From an optimization exercise on the open Yosys and OpenROAD flow, aimed at small area; shortcuts taken in it are not production practice.
The RTL was checked by simulation tests, not by an equivalence proof against the original design.
No activity file was given, so power comes from the tool's default toggle rates.

==> flow/design.v <==
module m_sequence_generator (
    input  wire clk_2m,
    input  wire rst_n,
    input  wire step,
    output reg  m_seq_out
);
reg [7:0] lfsr;
wire feedback = lfsr[7] ^ lfsr[3] ^ lfsr[2] ^ lfsr[1];
always @(posedge clk_2m or negedge rst_n) begin
    if (!rst_n) begin
        lfsr      <= 8'b10101010;
        m_seq_out <= 1'b0;
    end else if (step) begin
        lfsr      <= {lfsr[6:0], feedback};
        m_seq_out <= lfsr[7];
    end
end
endmodule
module dpll_clock_recovery (
    input  wire clk_2m,
    input  wire rst_n,
    input  wire pulse_edge,      
    input  wire gate_done,       
    input  wire m_seq_in,
    output reg  recovered_clk,
    output reg  locked
);
parameter KP = 8'h10;    
parameter KI = 8'h05;    
reg [30:0] acc;
reg [30:0] INIT_INC;
reg        gate_done_d;
wire       cnt = pulse_edge & ~gate_done;
wire load_all = ~rst_n;
wire acc_clr  = gate_done_d | load_all;
wire [30:0] acc_next;
rca #(31) acc_add (
    .a(acc & {31{~acc_clr}}),
    .b({19'd0, cnt, 4'd0, cnt, cnt, 3'd0, cnt, cnt}),    
    .ci(1'b0),
    .s(acc_next)
);
always @(posedge clk_2m or negedge rst_n) begin
    if (!rst_n)
        gate_done_d <= 1'b0;
    else
        gate_done_d <= gate_done;
end
always @(posedge clk_2m) begin
    acc <= acc_next;
    if (acc_clr)
        INIT_INC <= acc;
end
reg [1:0] m_seq_delay;
always @(posedge clk_2m) m_seq_delay <= {m_seq_delay[0], m_seq_in};
wire edge_detected = m_seq_delay[1] ^ m_seq_delay[0];
reg [15:0] phase_now, phase_diff, phase_error;
reg [21:0] int_error;      
reg [31:0] dco_phase;
reg [31:0] dco_increment;
reg [7:0]  lock_counter;
wire [21:0] int_sum;
rca #(22) int_add (
    .a(int_error),
    .b({{8{phase_error[15]}}, phase_error[15:2]}),
    .ci(1'b0),
    .s(int_sum)
);
wire int_hi = ~int_error[21] & int_error[20];
wire int_lo = int_error[21] & (~int_error[20] | ~|int_error[19:0]);
wire [21:0] int_next = int_hi ? 22'h0FFFFF :
                       int_lo ? 22'h300001 : int_sum;
wire [23:0] int_sx = {{2{int_error[21]}}, int_error};
wire [23:0] int5;
rca #(24) int5_add (
    .a(int_sx),
    .b({int_sx[21:0], 2'b00}),
    .ci(1'b0),
    .s(int5)
);
wire [23:0] i_term = {{8{int5[23]}}, int5[23:8]};
wire [24:0] pi_sum;
rca #(25) pi_add (
    .a({1'b0, i_term}),
    .b({9'd0, phase_error}),
    .ci(1'b0),
    .s(pi_sum)
);
wire [31:0] inc_next;
rca #(32) inc_add (
    .a({1'b0, INIT_INC}),
    .b({7'd0, pi_sum}),
    .ci(1'b0),
    .s(inc_next)
);
wire pe_small = phase_error[15] ? (phase_error > 16'hFFCE) : (phase_error < 16'd50);
wire lc_sat = pe_small ? (&lock_counter) : ~|lock_counter;
wire [7:0] lc_next;
rca #(8) lc_add (
    .a(lock_counter),
    .b({{7{~pe_small}}, 1'b1}),
    .ci(1'b0),
    .s(lc_next)
);
wire [31:0] phase_next;
rca #(32) nco_add (
    .a(dco_phase),
    .b(dco_increment),
    .ci(1'b0),
    .s(phase_next)
);
always @(posedge clk_2m or negedge rst_n) begin
    if (!rst_n) begin
        int_error     <= 22'd0;
        dco_phase     <= 32'd0;
        lock_counter  <= 8'd0;
        recovered_clk <= 1'b0;
        locked        <= 1'b0;
    end else begin
        if (edge_detected) begin
            int_error <= int_next;
            if (!lc_sat)
                lock_counter <= lc_next;
        end
        dco_phase     <= phase_next;
        recovered_clk <= dco_phase[31];
        locked        <= (lock_counter > 8'd32);
    end
end
always @(posedge clk_2m) begin
    if (edge_detected | load_all) begin
        phase_now     <= dco_phase[31:16] & {16{rst_n}};
        phase_diff    <= phase_now;
        phase_error   <= phase_diff;
        dco_increment <= inc_next;
    end
end
endmodule
module display (
    input  wire       sys_clk,
    input  wire       rst_n,
    input  wire       pulse_edge,
    input  wire       gate_done,
    output wire       dot,
    output wire [3:0] DCBA,
    output reg  [5:0] w_out
);
reg [23:0] pulse_bcd;    
reg [23:0] freq_bcd;     
wire        clr = gate_done | ~rst_n;
wire [6:0]  carry;
wire [23:0] bcd_next;
assign carry[0] = pulse_edge;
genvar k;
generate
    for (k = 0; k < 6; k = k + 1) begin : digit
        wire [3:0] d = pulse_bcd[4*k +: 4];
        wire [3:0] n;
        assign n[0] = ~d[0];
        assign n[1] = ~d[3] & (d[1] ^ d[0]);
        assign n[2] = d[2] ^ (d[1] & d[0]);
        assign n[3] = (d[2] & d[1] & d[0]) | (d[3] & ~d[0]);
        assign carry[k+1] = carry[k] & d[3] & d[0];
        assign bcd_next[4*k +: 4] = clr ? 4'd0 : carry[k] ? n : d;
    end
endgenerate
always @(posedge sys_clk)
    pulse_bcd <= bcd_next;
always @(posedge sys_clk)
    if (clr)
        freq_bcd <= pulse_bcd;
localparam [10:0] SCAN_FIRST = 11'h066;
localparam [10:0] SCAN_LAST  = 11'h533;
reg [10:0] scan_cnt;
reg [2:0]  scan_sel;
wire       scan_hit = (scan_cnt == SCAN_LAST);
always @(posedge sys_clk or negedge rst_n) begin
    if (!rst_n) begin
        scan_cnt <= SCAN_FIRST;
        scan_sel <= 3'd0;
    end else begin
        scan_cnt <= {scan_cnt[9:0], scan_cnt[10] ^ scan_cnt[8]} ^ {1'b0, scan_hit, 9'b0};
        if (scan_hit)
            scan_sel <= scan_sel + 1'b1;
    end
end
assign dot = 1'b1;
reg [3:0] shown;
always @(*) begin
    case (scan_sel)
        3'd0: begin w_out = 6'b111110; shown = freq_bcd[23:20]; end
        3'd1: begin w_out = 6'b111101; shown = freq_bcd[19:16]; end
        3'd2: begin w_out = 6'b111011; shown = freq_bcd[15:12]; end
        3'd3: begin w_out = 6'b110111; shown = freq_bcd[11:8];  end
        3'd4: begin w_out = 6'b101111; shown = freq_bcd[7:4];   end
        3'd5: begin w_out = 6'b011111; shown = freq_bcd[3:0];   end
        default: begin w_out = 6'b111111; shown = 4'd0; end
    endcase
end
assign DCBA = shown & {4{rst_n}};
endmodule
module top (
    input  wire       clk_2m,
    input  wire       clk_10k,
    input  wire       rst_n,
    output wire       m_seq_out,
    output wire       sys_clk_out,
    output wire       locked,
    output wire [3:0] DCBA,
    output wire [5:0] w_out,
    output wire       dot
);
reg sync0, sync1;
always @(posedge clk_2m or negedge rst_n) begin
    if (!rst_n) begin
        sync0 <= 1'b0;
        sync1 <= 1'b0;
    end else begin
        sync0 <= clk_10k;
        sync1 <= sync0;
    end
end
wire rise = sync0 & ~sync1;
localparam [20:0] GATE_FIRST = 21'h0bf6b1;
localparam [20:0] GATE_LAST  = 21'h11fb58;
reg [20:0] gate_cnt;
reg        gate_done;
wire       gate_hit = (gate_cnt == GATE_LAST);
always @(posedge clk_2m or negedge rst_n) begin
    if (!rst_n) begin
        gate_cnt  <= GATE_FIRST;
        gate_done <= 1'b0;
    end else begin
        gate_cnt  <= {gate_cnt[19:0], gate_cnt[20] ^ gate_cnt[18]} ^ {1'b0, gate_hit, 19'b0};
        gate_done <= gate_hit;
    end
end
m_sequence_generator m_seq_gen (
    .clk_2m(clk_2m),
    .rst_n(rst_n),
    .step(rise),
    .m_seq_out(m_seq_out)
);
dpll_clock_recovery dpll_clock_recovery (
    .clk_2m(clk_2m),
    .rst_n(rst_n),
    .pulse_edge(rise),
    .gate_done(gate_done),
    .m_seq_in(m_seq_out),
    .recovered_clk(sys_clk_out),
    .locked(locked)
);
display display (
    .sys_clk(clk_2m),
    .rst_n(rst_n),
    .pulse_edge(rise),
    .gate_done(gate_done),
    .dot(dot),
    .DCBA(DCBA),
    .w_out(w_out)
);
endmodule
module rca #(
    parameter W = 8
) (
    input  wire [W-1:0] a,
    input  wire [W-1:0] b,
    input  wire         ci,
    output wire [W-1:0] s
);
wire [W:0] c;
assign c[0] = ci;
genvar i;
generate
    for (i = 0; i < W; i = i + 1) begin : bit_
        wire nc = ~c[i];
        assign s[i]   = ~(a[i] ^ b[i] ^ nc);
        assign c[i+1] = ~((~a[i] & ~b[i]) | (nc & ~(a[i] & b[i])));
    end
endgenerate
endmodule
Settings: LEC_CHECK=0, CAP_MARGIN=20, CORE_MARGIN=2, CORE_UTILIZATION=80, SLEW_MARGIN=20; clock period 40.0 ns.
standard.sh (not shown) runs the stock make flow with config.mk's settings and CLKGATE_MAP_FILE= SYNTH_SCRIPT=/design/flow/synth_recipe.tcl, a recipe that flattens the netlist after the stock synthesis.
==> flow/flow/run.sh <==
#!/bin/bash
# Standard layout, with clock tree synthesis run without dummy loads and the
# port buffers built from the smallest buffer.
set -euo pipefail
export CTS_ARGS="-sink_clustering_enable -repair_clock_nets -dont_use_dummy_load -buf_list sky130_fd_sc_hd__clkbuf_8 -sink_clustering_size 20 -sink_clustering_max_diameter 50"
export BUFFER_PORTS_ARGS="-buffer_cell sky130_fd_sc_hd__buf_1"
bash standard.sh > standard.log 2>&1
Rerun with:
--- a/flow/design.v
+++ b/flow/design.v
@@ -143,5 +143,5 @@
     input  wire       gate_done,
     output wire       dot,
-    output wire [3:0] DCBA,
+    output reg  [3:0] DCBA,
     output reg  [5:0] w_out
 );
@@ -167,7 +167,10 @@
 always @(posedge sys_clk)
     pulse_bcd <= bcd_next;
-always @(posedge sys_clk)
-    if (clr)
+always @(posedge sys_clk or negedge rst_n) begin
+    if (!rst_n)
+        freq_bcd <= 24'd0;
+    else if (gate_done)
         freq_bcd <= pulse_bcd;
+end
 localparam [10:0] SCAN_FIRST = 11'h066;
 localparam [10:0] SCAN_LAST  = 11'h533;
@@ -186,17 +189,15 @@
 end
 assign dot = 1'b1;
-reg [3:0] shown;
 always @(*) begin
     case (scan_sel)
-        3'd0: begin w_out = 6'b111110; shown = freq_bcd[23:20]; end
-        3'd1: begin w_out = 6'b111101; shown = freq_bcd[19:16]; end
-        3'd2: begin w_out = 6'b111011; shown = freq_bcd[15:12]; end
-        3'd3: begin w_out = 6'b110111; shown = freq_bcd[11:8];  end
-        3'd4: begin w_out = 6'b101111; shown = freq_bcd[7:4];   end
-        3'd5: begin w_out = 6'b011111; shown = freq_bcd[3:0];   end
-        default: begin w_out = 6'b111111; shown = 4'd0; end
+        3'd0: begin w_out = 6'b111110; DCBA = freq_bcd[23:20]; end
+        3'd1: begin w_out = 6'b111101; DCBA = freq_bcd[19:16]; end
+        3'd2: begin w_out = 6'b111011; DCBA = freq_bcd[15:12]; end
+        3'd3: begin w_out = 6'b110111; DCBA = freq_bcd[11:8];  end
+        3'd4: begin w_out = 6'b101111; DCBA = freq_bcd[7:4];   end
+        3'd5: begin w_out = 6'b011111; DCBA = freq_bcd[3:0];   end
+        default: begin w_out = 6'b111111; DCBA = 4'd0; end
     endcase
 end
-assign DCBA = shown & {4{rst_n}};
 endmodule
 module top (
What happened: Via count rises by a few percent; clock skew grows by 0.037 ns; routed wire length went up by a few percent; non-clock buffer count is higher by 3; die area came out higher slightly; critical path depth increases by 39; total power shrinks slightly; register-to-register slack improves by 0.05 ns; final cell count rose slightly; count of clock-buffer cells in the layout drops by 4; cell area came out higher slightly; fmax came out higher by roughly a tenth; global-route usage came out higher by 1.2 points; area after synthesis goes up slightly.

[re-timing with driven ports]
The flow's constraints put no driver on any port. The routed layouts listed below were extracted and timed again, unchanged, in two steps.
Step 1 assumes that a clkbuf_16 drives the clock port and a buf_2 every other input.
Step 2, shift: input delay + t, output delay - t, t = (earliest + latest rising clock arrival at the registers) / 2. This alone moves slack from input paths to output paths.
a / b / c = no drivers / after step 1 / after step 2; a / b = the first two.
run | t, ns | setup slack, ns | cell pins on the clock port's net
the first run | 0.595 | 22.979 / 22.951 / 22.951 | 1
the second run | 0.575 | 24.888 / 24.906 / 24.331 | 1
After both steps every run listed still meets setup and hold. The setup slack of the second run, which loses most, moves by +0.018 ns with the drivers and by -0.557 ns with both steps.
